What follows belongs to an exercise in optimizing a design on an open flow for a short achievable clock period and few clock cycles; a production flow would make more cautious choices.
At most, simulation tests tie the RTL to the original design; equivalence was not proved.
Power is estimated from default activity; no workload was simulated.

==> inputs of nickel <==
==> flow/design.v <==
module ksadd(a,b,cin,s,cout);
input[31:0] a,b;
input cin;
output[31:0] s;
output cout;
wire[31:0] g[0:5];
wire[31:0] p[0:5];
assign g[0] = (a & b) | {31'd0, (a[0] ^ b[0]) & cin};
assign p[0] = a ^ b;
genvar l, i;
generate
	for (l = 0; l < 5; l = l + 1) begin : lvl
		for (i = 0; i < 32; i = i + 1) begin : bitpos
			if (i >= (1 << l)) begin : comb
				assign g[l+1][i] = g[l][i] | (p[l][i] & g[l][i-(1<<l)]);
				assign p[l+1][i] = p[l][i] & p[l][i-(1<<l)];
			end else begin : pass
				assign g[l+1][i] = g[l][i];
				assign p[l+1][i] = p[l][i];
			end
		end
	end
endgenerate
assign s = p[0] ^ {g[5][30:0], cin};
assign cout = g[5][31];
endmodule
module RV32I(clk,rst,imem_addr,imem_data,dmem_addr,dmem_wdata,dmem_we,dmem_strobe,dmem_rdata);
input clk,rst;
output[31:0] imem_addr;
input[31:0] imem_data;
output[31:0] dmem_addr,dmem_wdata;
output dmem_we;
output[1:0] dmem_strobe;
input[31:0] dmem_rdata;
reg [9:0]  pcLo;
reg [21:0] hiBase, hiInc;
reg        hiC;
reg        vD;
reg [31:0] instD, pcD;
reg        vE, wenE, ldE, stE, brE;
reg [4:0]  rdE;
reg [1:0]  strbE;
reg [31:0] aE, bE, sdE, tgtE;
reg        sAdd, sSub, sSll, sSr, sSlt, sSltu, sXor, sOr, sAnd;
reg        wenM, ldM, weM;
reg [4:0]  rdM;
reg [1:0]  strbM;
reg [31:0] resM, sdM;
reg        wenW;
reg [4:0]  rdW;
reg [31:0] resW;
reg [31:0] rf [1:31];
assign dmem_addr = resM;
assign dmem_wdata = sdM;
assign dmem_we = weM;
assign dmem_strobe = strbM;
wire [31:0] ldext = (strbM == 2'b01) ? {{24{dmem_rdata[7]}}, dmem_rdata[7:0]} :
                    (strbM == 2'b10) ? {{16{dmem_rdata[15]}}, dmem_rdata[15:0]} : dmem_rdata;
wire [31:0] resMW = ldM ? ldext : resM;
always @(posedge clk)
	if (wenW) rf[rdW] <= resW;
wire [6:0] opD = instD[6:0];
wire [2:0] f3D = instD[14:12];
wire [4:0] rs1D = instD[19:15];
wire [4:0] rs2D = instD[24:20];
wire [4:0] rdD = instD[11:7];
wire isOP  = (opD == 7'b0110011);
wire isOPI = (opD == 7'b0010011);
wire isLD  = (opD == 7'b0000011);
wire isST  = (opD == 7'b0100011);
wire isBR  = (opD == 7'b1100011);
wire isJAL = (opD == 7'b1101111);
wire brReal = isBR & (rs1D != rs2D);
wire subD = isOP & (f3D == 3'd0) & instD[30];
wire use1 = isOP | isOPI | isLD | isST | brReal;
wire use2 = isOP | isST | brReal;
wire [31:0] immI = {{20{instD[31]}}, instD[31:20]};
wire [31:0] immS = {{20{instD[31]}}, instD[31:25], instD[11:7]};
wire [31:0] immB = {{20{instD[31]}}, instD[7], instD[30:25], instD[11:8], 1'b0};
wire [31:0] tgtD, linkD;
ksadd addTgtD(pcD, immB, 1'b0, tgtD, );
ksadd addLinkD(pcD, 32'd4, 1'b0, linkD, );
wire [31:0] rf1 = (rs1D == 5'd0) ? 32'd0 : rf[rs1D];
wire [31:0] rf2 = (rs2D == 5'd0) ? 32'd0 : rf[rs2D];
wire [31:0] rv1 = (wenM && rdM == rs1D) ? resMW : (wenW && rdW == rs1D) ? resW : rf1;
wire [31:0] rv2 = (wenM && rdM == rs2D) ? resMW : (wenW && rdW == rs2D) ? resW : rf2;
wire stall = vD & vE & ldE & wenE & ((use1 & (rs1D == rdE)) | (use2 & (rs2D == rdE)));
wire [31:0] A  = aE;
wire [31:0] B  = bE;
wire [31:0] sum;
ksadd addE(A, B, sSub, sum, );    
wire geS, geU;
ksadd cmpS({~A[31], A[30:0]}, {B[31], ~B[30:0]}, 1'b1, , geS);   
ksadd cmpU(B, ~A, 1'b1, , geU);                                   
wire lt  = ~geS;
wire ltu = ~geU;    
wire [31:0] sll = A << B[4:0];
wire [31:0] sr  = A >> B[4:0];    
wire [31:0] aluE = ({32{sAdd}} & sum) |
                   ({32{sSll}} & sll) |
                   ({32{sSr}}  & sr)  |
                   {31'd0, (sSlt & lt) | (sSltu & ltu)} |
                   ({32{sXor}} & (A ^ B)) |
                   ({32{sOr}}  & (A | B)) |
                   ({32{sAnd}} & (A & B));
wire eq = (A == B);
wire takenE = vE & brE & eq;
wire [31:0] hiSum;
ksadd addHi({10'd0, hiBase}, {10'd0, hiInc}, hiC, hiSum, );
wire [21:0] hiTrue = hiSum[21:0];
wire [31:0] pcF = {hiTrue, pcLo};
assign imem_addr = {hiBase, pcLo};
wire [31:0] instF = imem_data;
wire redirF = (instF[6:0] == 7'b1101111) |
              ((instF[6:0] == 7'b1100011) & (instF[19:15] == instF[24:20]));
wire [31:0] immJF = {{12{instF[31]}}, instF[19:12], instF[20], instF[30:21], 1'b0};
wire [31:0] immBF = {{20{instF[31]}}, instF[7], instF[30:25], instF[11:8], 1'b0};
wire [31:0] sJF, sBF, s4F;
ksadd addJF({22'd0, pcLo}, {22'd0, immJF[9:0]}, 1'b0, sJF, );
ksadd addBF({22'd0, pcLo}, {22'd0, immBF[9:0]}, 1'b0, sBF, );
ksadd addF4({22'd0, pcLo}, 32'd4, 1'b0, s4F, );
wire [10:0] loJF = sJF[10:0];
wire [10:0] loBF = sBF[10:0];
wire [10:0] lo4F = s4F[10:0];
wire [10:0] loF  = redirF ? (instF[2] ? loJF : loBF) : lo4F;
wire [21:0] incF = redirF ? (instF[2] ? immJF[31:10] : immBF[31:10]) : 22'd0;
always @(posedge clk or posedge rst) begin
	if (rst) begin
		pcLo <= 10'd0;
		hiBase <= 22'd0;
		hiInc <= 22'd0;
		hiC <= 1'b0;
		vD <= 1'b0;
		vE <= 1'b0;
		wenE <= 1'b0;
		ldE <= 1'b0;
		stE <= 1'b0;
		brE <= 1'b0;
		wenM <= 1'b0;
		ldM <= 1'b0;
		weM <= 1'b0;
		wenW <= 1'b0;
	end else begin
		if (takenE) begin
			pcLo <= tgtE[9:0];
			hiBase <= tgtE[31:10];
			hiInc <= 22'd0;
			hiC <= 1'b0;
			vD <= 1'b0;
		end else if (!stall) begin
			pcLo <= loF[9:0];
			hiBase <= hiTrue;
			hiInc <= incF;
			hiC <= loF[10];
			vD <= 1'b1;
		end
		if (takenE || stall || !vD) begin
			vE <= 1'b0;
			wenE <= 1'b0;
			ldE <= 1'b0;
			stE <= 1'b0;
			brE <= 1'b0;
		end else begin
			vE <= 1'b1;
			wenE <= (isOP | isOPI | isLD | isJAL) & (rdD != 5'd0);
			ldE <= isLD;
			stE <= isST;
			brE <= brReal;
		end
		wenM <= wenE;
		ldM <= ldE;
		weM <= stE;
		wenW <= wenM;
	end
end
always @(posedge clk) begin
	if (!stall) begin
		instD <= imem_data;
		pcD <= pcF;
	end
	rdE <= rdD;
	strbE <= (f3D == 3'd0) ? 2'b01 : (f3D == 3'd1) ? 2'b10 : 2'b11;
	tgtE <= tgtD;
	aE <= (use1 & wenE & (rdE == rs1D)) ? aluE : isJAL ? linkD : rv1;
	bE <= ((use2 & ~isST & wenE & (rdE == rs2D)) ? aluE :
	       isJAL ? 32'd0 : (isOPI | isLD) ? immI : isST ? immS : rv2) ^ {32{subD}};
	sdE <= (isST & wenE & (rdE == rs2D)) ? aluE : rv2;
	sAdd  <= isLD | isST | isJAL | ((isOP | isOPI) & (f3D == 3'd0));
	sSub  <= subD;
	sSll  <= (isOP | isOPI) & (f3D == 3'd1);
	sSr   <= (isOP | isOPI) & (f3D == 3'd5);
	sSlt  <= (isOP | isOPI) & (f3D == 3'd2);
	sSltu <= (isOP | isOPI) & (f3D == 3'd3);
	sXor  <= (isOP | isOPI) & (f3D == 3'd4);
	sOr   <= (isOP | isOPI) & (f3D == 3'd6);
	sAnd  <= (isOP | isOPI) & (f3D == 3'd7);
	rdM <= rdE;
	strbM <= strbE;
	resM <= aluE;
	sdM <= sdE;
	rdW <= rdM;
	resW <= resMW;
end
endmodule
==> flow/flow/run.sh <==
#!/bin/bash
set -euo pipefail
export SETUP_SLACK_MARGIN=6.5
bash standard.sh > standard_flow.log 2>&1
==> flow/standard.sh <==
#!/bin/bash
# synth_recipe.tcl (not shown) runs the flow's synth.tcl, then flattens the netlist and writes it again
# the make line also repeats each setting of config.mk as NAME=value (left out here)
make -C /OpenROAD-flow-scripts/flow DESIGN_CONFIG=/design/flow/config.mk WORK_HOME=/design/flow/orfs CLKGATE_MAP_FILE= SYNTH_SCRIPT=/design/flow/synth_recipe.tcl "${@:-finish}"
==> flow/config.mk <==
export PLATFORM = sky130hd
export DESIGN_NAME = RV32I
export DESIGN_NICKNAME = RV32I
export VERILOG_FILES = /design/flow/design.v
export SDC_FILE = /design/flow/constraint.sdc
export NUM_CORES = 4
export LEC_CHECK = 0
export ABC_CLOCK_PERIOD_IN_PS = 2000
export CAP_MARGIN = 20
export CORE_MARGIN = 2
export CORE_UTILIZATION = 40
export SLEW_MARGIN = 20
==> flow/constraint.sdc <==
create_clock -name core_clock -period 9.0 [get_ports {clk}]
set_input_delay 1.8000 -clock core_clock [delete_from_list [all_inputs] [get_ports {clk}]]
set_output_delay 1.8000 -clock core_clock [all_outputs]
set_load 0.01 [all_outputs]
==> garnet: changes against nickel <==
--- a/flow/design.v
+++ b/flow/design.v
@@ -34,5 +34,3 @@
 input[31:0] dmem_rdata;
-reg [9:0]  pcLo;
-reg [21:0] hiBase, hiInc;
-reg        hiC;
+reg [31:0] pcF;
 reg        vD;
@@ -43,2 +41,3 @@
 reg [31:0] aE, bE, sdE, tgtE;
+reg        fAM, fBM, fSM;
 reg        sAdd, sSub, sSll, sSr, sSlt, sSltu, sXor, sOr, sAnd;
@@ -73,3 +72,2 @@
 wire brReal = isBR & (rs1D != rs2D);
-wire subD = isOP & (f3D == 3'd0) & instD[30];
 wire use1 = isOP | isOPI | isLD | isST | brReal;
@@ -87,6 +85,7 @@
 wire stall = vD & vE & ldE & wenE & ((use1 & (rs1D == rdE)) | (use2 & (rs2D == rdE)));
-wire [31:0] A  = aE;
-wire [31:0] B  = bE;
+wire [31:0] A  = fAM ? resM : aE;
+wire [31:0] B  = fBM ? resM : bE;
+wire [31:0] SD = fSM ? resM : sdE;
 wire [31:0] sum;
-ksadd addE(A, B, sSub, sum, );    
+ksadd addE(A, sSub ? ~B : B, sSub, sum, );
 wire geS, geU;
@@ -105,9 +104,8 @@
                    ({32{sAnd}} & (A & B));
-wire eq = (A == B);
+wire eqMb = (resM == bE);
+wire eqaM = (aE == resM);
+wire eqab = (aE == bE);
+wire eq = fAM ? (fBM | eqMb) : (fBM ? eqaM : eqab);
 wire takenE = vE & brE & eq;
-wire [31:0] hiSum;
-ksadd addHi({10'd0, hiBase}, {10'd0, hiInc}, hiC, hiSum, );
-wire [21:0] hiTrue = hiSum[21:0];
-wire [31:0] pcF = {hiTrue, pcLo};
-assign imem_addr = {hiBase, pcLo};
+assign imem_addr = pcF;
 wire [31:0] instF = imem_data;
@@ -115,19 +113,10 @@
               ((instF[6:0] == 7'b1100011) & (instF[19:15] == instF[24:20]));
-wire [31:0] immJF = {{12{instF[31]}}, instF[19:12], instF[20], instF[30:21], 1'b0};
-wire [31:0] immBF = {{20{instF[31]}}, instF[7], instF[30:25], instF[11:8], 1'b0};
-wire [31:0] sJF, sBF, s4F;
-ksadd addJF({22'd0, pcLo}, {22'd0, immJF[9:0]}, 1'b0, sJF, );
-ksadd addBF({22'd0, pcLo}, {22'd0, immBF[9:0]}, 1'b0, sBF, );
-ksadd addF4({22'd0, pcLo}, 32'd4, 1'b0, s4F, );
-wire [10:0] loJF = sJF[10:0];
-wire [10:0] loBF = sBF[10:0];
-wire [10:0] lo4F = s4F[10:0];
-wire [10:0] loF  = redirF ? (instF[2] ? loJF : loBF) : lo4F;
-wire [21:0] incF = redirF ? (instF[2] ? immJF[31:10] : immBF[31:10]) : 22'd0;
+wire [31:0] tgtJF, tgtBF, pcF4;
+ksadd addJF(pcF, {{12{instF[31]}}, instF[19:12], instF[20], instF[30:21], 1'b0}, 1'b0, tgtJF, );
+ksadd addBF(pcF, {{20{instF[31]}}, instF[7], instF[30:25], instF[11:8], 1'b0}, 1'b0, tgtBF, );
+ksadd addF4(pcF, 32'd4, 1'b0, pcF4, );
+wire [31:0] tgtF = instF[2] ? tgtJF : tgtBF;
 always @(posedge clk or posedge rst) begin
 	if (rst) begin
-		pcLo <= 10'd0;
-		hiBase <= 22'd0;
-		hiInc <= 22'd0;
-		hiC <= 1'b0;
+		pcF <= 32'd0;
 		vD <= 1'b0;
@@ -144,12 +133,6 @@
 		if (takenE) begin
-			pcLo <= tgtE[9:0];
-			hiBase <= tgtE[31:10];
-			hiInc <= 22'd0;
-			hiC <= 1'b0;
+			pcF <= tgtE;
 			vD <= 1'b0;
 		end else if (!stall) begin
-			pcLo <= loF[9:0];
-			hiBase <= hiTrue;
-			hiInc <= incF;
-			hiC <= loF[10];
+			pcF <= redirF ? tgtF : pcF4;
 			vD <= 1'b1;
@@ -183,8 +166,10 @@
 	tgtE <= tgtD;
-	aE <= (use1 & wenE & (rdE == rs1D)) ? aluE : isJAL ? linkD : rv1;
-	bE <= ((use2 & ~isST & wenE & (rdE == rs2D)) ? aluE :
-	       isJAL ? 32'd0 : (isOPI | isLD) ? immI : isST ? immS : rv2) ^ {32{subD}};
-	sdE <= (isST & wenE & (rdE == rs2D)) ? aluE : rv2;
+	aE <= isJAL ? linkD : rv1;
+	bE <= isJAL ? 32'd0 : (isOPI | isLD) ? immI : isST ? immS : rv2;
+	sdE <= rv2;
+	fAM <= use1 & wenE & (rdE == rs1D);
+	fBM <= use2 & ~isST & wenE & (rdE == rs2D);
+	fSM <= isST & wenE & (rdE == rs2D);
 	sAdd  <= isLD | isST | isJAL | ((isOP | isOPI) & (f3D == 3'd0));
-	sSub  <= subD;
+	sSub  <= isOP & (f3D == 3'd0) & instD[30];
 	sSll  <= (isOP | isOPI) & (f3D == 3'd1);
@@ -199,3 +184,3 @@
 	resM <= aluE;
-	sdM <= sdE;
+	sdM <= SD;
 	rdW <= rdM;
==> onyx: changes against nickel <==
==> flow/design.v (replaced) <==
module RV32I(clk,rst,imem_addr,imem_data,dmem_addr,dmem_wdata,dmem_we,dmem_strobe,dmem_rdata);
input clk,rst;
output[31:0] imem_addr;
input[31:0] imem_data;
output[31:0] dmem_addr,dmem_wdata;
output dmem_we;
output[1:0] dmem_strobe;
input[31:0] dmem_rdata;
reg [31:0] pcF;
reg        vD;
reg [31:0] instD, pcD;
reg        vE, wenE, ldE, stE, brE;
reg [4:0]  rdE;
reg [1:0]  strbE;
reg [31:0] aE, bE, sdE, tgtE;
reg        fAM, fAW, fBM, fBW, fSM, fSW;
reg        sAdd, sSub, sSll, sSr, sSlt, sSltu, sXor, sOr, sAnd;
reg        wenM, ldM, weM;
reg [4:0]  rdM;
reg [1:0]  strbM;
reg [31:0] resM, sdM;
reg        wenW, ldW;
reg [4:0]  rdW;
reg [1:0]  strbW;
reg [31:0] exW, rawW;
reg [31:0] rf [1:31];
wire [31:0] ldext = (strbW == 2'b01) ? {{24{rawW[7]}}, rawW[7:0]} :
                    (strbW == 2'b10) ? {{16{rawW[15]}}, rawW[15:0]} : rawW;
wire [31:0] resW = ldW ? ldext : exW;
always @(posedge clk)
	if (wenW) rf[rdW] <= resW;
wire [6:0] opD = instD[6:0];
wire [2:0] f3D = instD[14:12];
wire [4:0] rs1D = instD[19:15];
wire [4:0] rs2D = instD[24:20];
wire [4:0] rdD = instD[11:7];
wire isOP  = (opD == 7'b0110011);
wire isOPI = (opD == 7'b0010011);
wire isLD  = (opD == 7'b0000011);
wire isST  = (opD == 7'b0100011);
wire isBR  = (opD == 7'b1100011);
wire isJAL = (opD == 7'b1101111);
wire brSame = isBR & (rs1D == rs2D);
wire brReal = isBR & ~brSame;
wire use1 = isOP | isOPI | isLD | isST | brReal;
wire use2 = isOP | isST | brReal;
wire [31:0] immI = {{20{instD[31]}}, instD[31:20]};
wire [31:0] immS = {{20{instD[31]}}, instD[31:25], instD[11:7]};
wire [31:0] immB = {{20{instD[31]}}, instD[7], instD[30:25], instD[11:8], 1'b0};
wire [31:0] immJ = {{12{instD[31]}}, instD[19:12], instD[20], instD[30:21], 1'b0};
wire [31:0] tgtD = pcD + (isJAL ? immJ : immB);
wire [31:0] linkD = pcD + 32'd4;
wire [31:0] rf1 = (rs1D == 5'd0) ? 32'd0 : rf[rs1D];
wire [31:0] rf2 = (rs2D == 5'd0) ? 32'd0 : rf[rs2D];
wire [31:0] rv1 = (wenW && rdW == rs1D) ? resW : rf1;
wire [31:0] rv2 = (wenW && rdW == rs2D) ? resW : rf2;
wire stall = vD & vE & ldE & wenE & ((use1 & (rs1D == rdE)) | (use2 & (rs2D == rdE)));
wire [31:0] A  = fAM ? resM : fAW ? resW : aE;
wire [31:0] B  = fBM ? resM : fBW ? resW : bE;
wire [31:0] SD = fSM ? resM : fSW ? resW : sdE;
wire [31:0] sum = A + (sSub ? ~B : B) + {31'd0, sSub};
wire [31:0] sll = A << B[4:0];
wire [31:0] sr  = A >> B[4:0];    
wire lt  = $signed(A) < $signed(B);
wire ltu = B < A;
wire eq  = (A == B);
wire [31:0] aluE = ({32{sAdd}} & sum) |
                   ({32{sSll}} & sll) |
                   ({32{sSr}}  & sr)  |
                   {31'd0, (sSlt & lt) | (sSltu & ltu)} |
                   ({32{sXor}} & (A ^ B)) |
                   ({32{sOr}}  & (A | B)) |
                   ({32{sAnd}} & (A & B));
wire takenE = vE & brE & eq;
wire redirD = vD & (isJAL | brSame);
assign imem_addr = pcF;
assign dmem_addr = resM;
assign dmem_wdata = sdM;
assign dmem_we = weM;
assign dmem_strobe = strbM;
always @(posedge clk or posedge rst) begin
	if (rst) begin
		pcF <= 32'd0;
		vD <= 1'b0;
		vE <= 1'b0;
		wenE <= 1'b0;
		ldE <= 1'b0;
		stE <= 1'b0;
		brE <= 1'b0;
		wenM <= 1'b0;
		ldM <= 1'b0;
		weM <= 1'b0;
		wenW <= 1'b0;
		ldW <= 1'b0;
	end else begin
		if (takenE) begin
			pcF <= tgtE;
			vD <= 1'b0;
		end else if (redirD) begin
			pcF <= tgtD;
			vD <= 1'b0;
		end else if (!stall) begin
			pcF <= pcF + 32'd4;
			vD <= 1'b1;
		end
		if (takenE || stall || !vD) begin
			vE <= 1'b0;
			wenE <= 1'b0;
			ldE <= 1'b0;
			stE <= 1'b0;
			brE <= 1'b0;
		end else begin
			vE <= 1'b1;
			wenE <= (isOP | isOPI | isLD | isJAL) & (rdD != 5'd0);
			ldE <= isLD;
			stE <= isST;
			brE <= brReal;
		end
		wenM <= wenE;
		ldM <= ldE;
		weM <= stE;
		wenW <= wenM;
		ldW <= ldM;
	end
end
always @(posedge clk) begin
	if (!stall) begin
		instD <= imem_data;
		pcD <= pcF;
	end
	rdE <= rdD;
	strbE <= (f3D == 3'd0) ? 2'b01 : (f3D == 3'd1) ? 2'b10 : 2'b11;
	tgtE <= tgtD;
	aE <= isJAL ? linkD : rv1;
	bE <= isJAL ? 32'd0 : (isOPI | isLD) ? immI : isST ? immS : rv2;
	sdE <= rv2;
	fAM <= use1 & wenE & (rdE == rs1D);
	fAW <= use1 & wenM & (rdM == rs1D);
	fBM <= use2 & ~isST & wenE & (rdE == rs2D);
	fBW <= use2 & ~isST & wenM & (rdM == rs2D);
	fSM <= isST & wenE & (rdE == rs2D);
	fSW <= isST & wenM & (rdM == rs2D);
	sAdd  <= isLD | isST | isJAL | ((isOP | isOPI) & (f3D == 3'd0));
	sSub  <= isOP & (f3D == 3'd0) & instD[30];
	sSll  <= (isOP | isOPI) & (f3D == 3'd1);
	sSr   <= (isOP | isOPI) & (f3D == 3'd5);
	sSlt  <= (isOP | isOPI) & (f3D == 3'd2);
	sSltu <= (isOP | isOPI) & (f3D == 3'd3);
	sXor  <= (isOP | isOPI) & (f3D == 3'd4);
	sOr   <= (isOP | isOPI) & (f3D == 3'd6);
	sAnd  <= (isOP | isOPI) & (f3D == 3'd7);
	rdM <= rdE;
	strbM <= strbE;
	resM <= aluE;
	sdM <= SD;
	rdW <= rdM;
	strbW <= strbM;
	exW <= resM;
	rawW <= dmem_rdata;
end
endmodule
==> flow/run.sh (new file) <==
#!/bin/bash
# synth_recipe.tcl (not shown) runs the flow's synth.tcl, then flattens the netlist and writes it again
# the make line also repeats each setting of config.mk as NAME=value (left out here)
make -C /OpenROAD-flow-scripts/flow DESIGN_CONFIG=/design/flow/config.mk WORK_HOME=/design/flow/orfs CLKGATE_MAP_FILE= SYNTH_SCRIPT=/design/flow/synth_recipe.tcl finish
ABC_CLOCK_PERIOD_IN_PS = default   (was 2000)
removed: flow/flow/run.sh
removed: flow/standard.sh
==> harbor: changes against nickel <==
--- a/flow/design.v
+++ b/flow/design.v
@@ -43,2 +43,3 @@
 reg [31:0] aE, bE, sdE, tgtE;
+reg [31:0] aXn, bXn;    
 reg        sAdd, sSub, sSll, sSr, sSlt, sSltu, sXor, sOr, sAnd;
@@ -86,7 +87,12 @@
 wire [31:0] rv2 = (wenM && rdM == rs2D) ? resMW : (wenW && rdW == rs2D) ? resW : rf2;
+wire [31:0] aNext = (use1 & wenE & (rdE == rs1D)) ? aluE : isJAL ? linkD : rv1;
+wire [31:0] bNext = (use2 & ~isST & wenE & (rdE == rs2D)) ? aluE :
+                    isJAL ? 32'd0 : (isOPI | isLD) ? immI : isST ? immS : rv2;
 wire stall = vD & vE & ldE & wenE & ((use1 & (rs1D == rdE)) | (use2 & (rs2D == rdE)));
-wire [31:0] A  = aE;
-wire [31:0] B  = bE;
+wire [31:0] A  = ~aXn;
+wire [31:0] B  = ~bXn;
 wire [31:0] sum;
-ksadd addE(A, B, sSub, sum, );    
+ksadd addE(aE, bE, 1'b0, sum, );
+wire [31:0] diff;
+ksadd subE(aE, ~bE, 1'b1, diff, );
 wire geS, geU;
@@ -99,2 +105,3 @@
 wire [31:0] aluE = ({32{sAdd}} & sum) |
+                   ({32{sSub}} & diff) |
                    ({32{sSll}} & sll) |
@@ -183,7 +190,8 @@
 	tgtE <= tgtD;
-	aE <= (use1 & wenE & (rdE == rs1D)) ? aluE : isJAL ? linkD : rv1;
-	bE <= ((use2 & ~isST & wenE & (rdE == rs2D)) ? aluE :
-	       isJAL ? 32'd0 : (isOPI | isLD) ? immI : isST ? immS : rv2) ^ {32{subD}};
+	aE <= aNext;
+	bE <= bNext;
+	aXn <= ~aNext;
+	bXn <= ~bNext;
 	sdE <= (isST & wenE & (rdE == rs2D)) ? aluE : rv2;
-	sAdd  <= isLD | isST | isJAL | ((isOP | isOPI) & (f3D == 3'd0));
+	sAdd  <= isLD | isST | isJAL | ((isOP | isOPI) & (f3D == 3'd0) & ~subD);
 	sSub  <= subD;
==> summary of the runs <==
The lowest synthesized cell count belongs to onyx, the highest to harbor.
Of garnet and onyx, garnet has the higher combinational power (gap 110%, measured against onyx).
Between harbor and garnet, the lower total power is in garnet (gap 6.5%, measured against garnet).
The lowest register-to-register slack belongs to onyx, the highest to harbor.
Non-clock buffer count: onyx is lower than nickel (546).
Of onyx and nickel, nickel has the higher utilization (gap 5.8 points).
Testbench counts of nickel, summed over its fixed seeds: cycles 66,879.
Testbench counts of onyx, summed over its fixed seeds: cycles 71,167.
Testbench counts of harbor, summed over its fixed seeds: cycles 66,879.
Only the layout flow was run in garnet; the RTL was not checked for function there.

[what the ideal ports hide]
The flow's constraints put no driver on any port. The routed layouts listed below were extracted and timed again, unchanged, in two steps.
Step 1 (the two cells are an assumption about what drives the block):
set clk [get_ports {clk}]
set_driving_cell -lib_cell sky130_fd_sc_hd__clkbuf_16 $clk
set_driving_cell -lib_cell sky130_fd_sc_hd__buf_2 [delete_from_list [all_inputs] $clk]
Step 2 moves the port delays by t, midway between the first and last clock arrival at a register: inputs arrive t later, outputs are due t later. That takes back most of the time a late clock gives input paths.
a / b / c = ideal ports / drivers / drivers and shift; a / b = the first two.
| run | t, ns | setup slack, ns | hold slack, ns | slew at the worst register clock pin (ns) |
|---|---|---|---|---|
| nickel | 0.901 | 5.534 / 5.534 / 4.718 | 0.326 / 0.326 / 0.326 | 0.08 / 0.08 |
| garnet | 0.893 | 5.301 / 5.347 / 4.454 | 0.365 / 0.365 / 0.365 | 0.08 / 0.08 |
| onyx | 0.880 | 3.036 / 3.036 / 3.036 | 0.333 / 0.333 / 0.333 | 0.07 / 0.07 |
| harbor | 0.905 | 5.735 / 5.651 / 5.077 | 0.327 / 0.327 / 0.327 | 0.08 / 0.08 |
After both steps setup and hold are still met in every run listed. The setup slack of garnet, which loses most, moves by +0.046 ns with the drivers and by -0.847 ns with both steps.
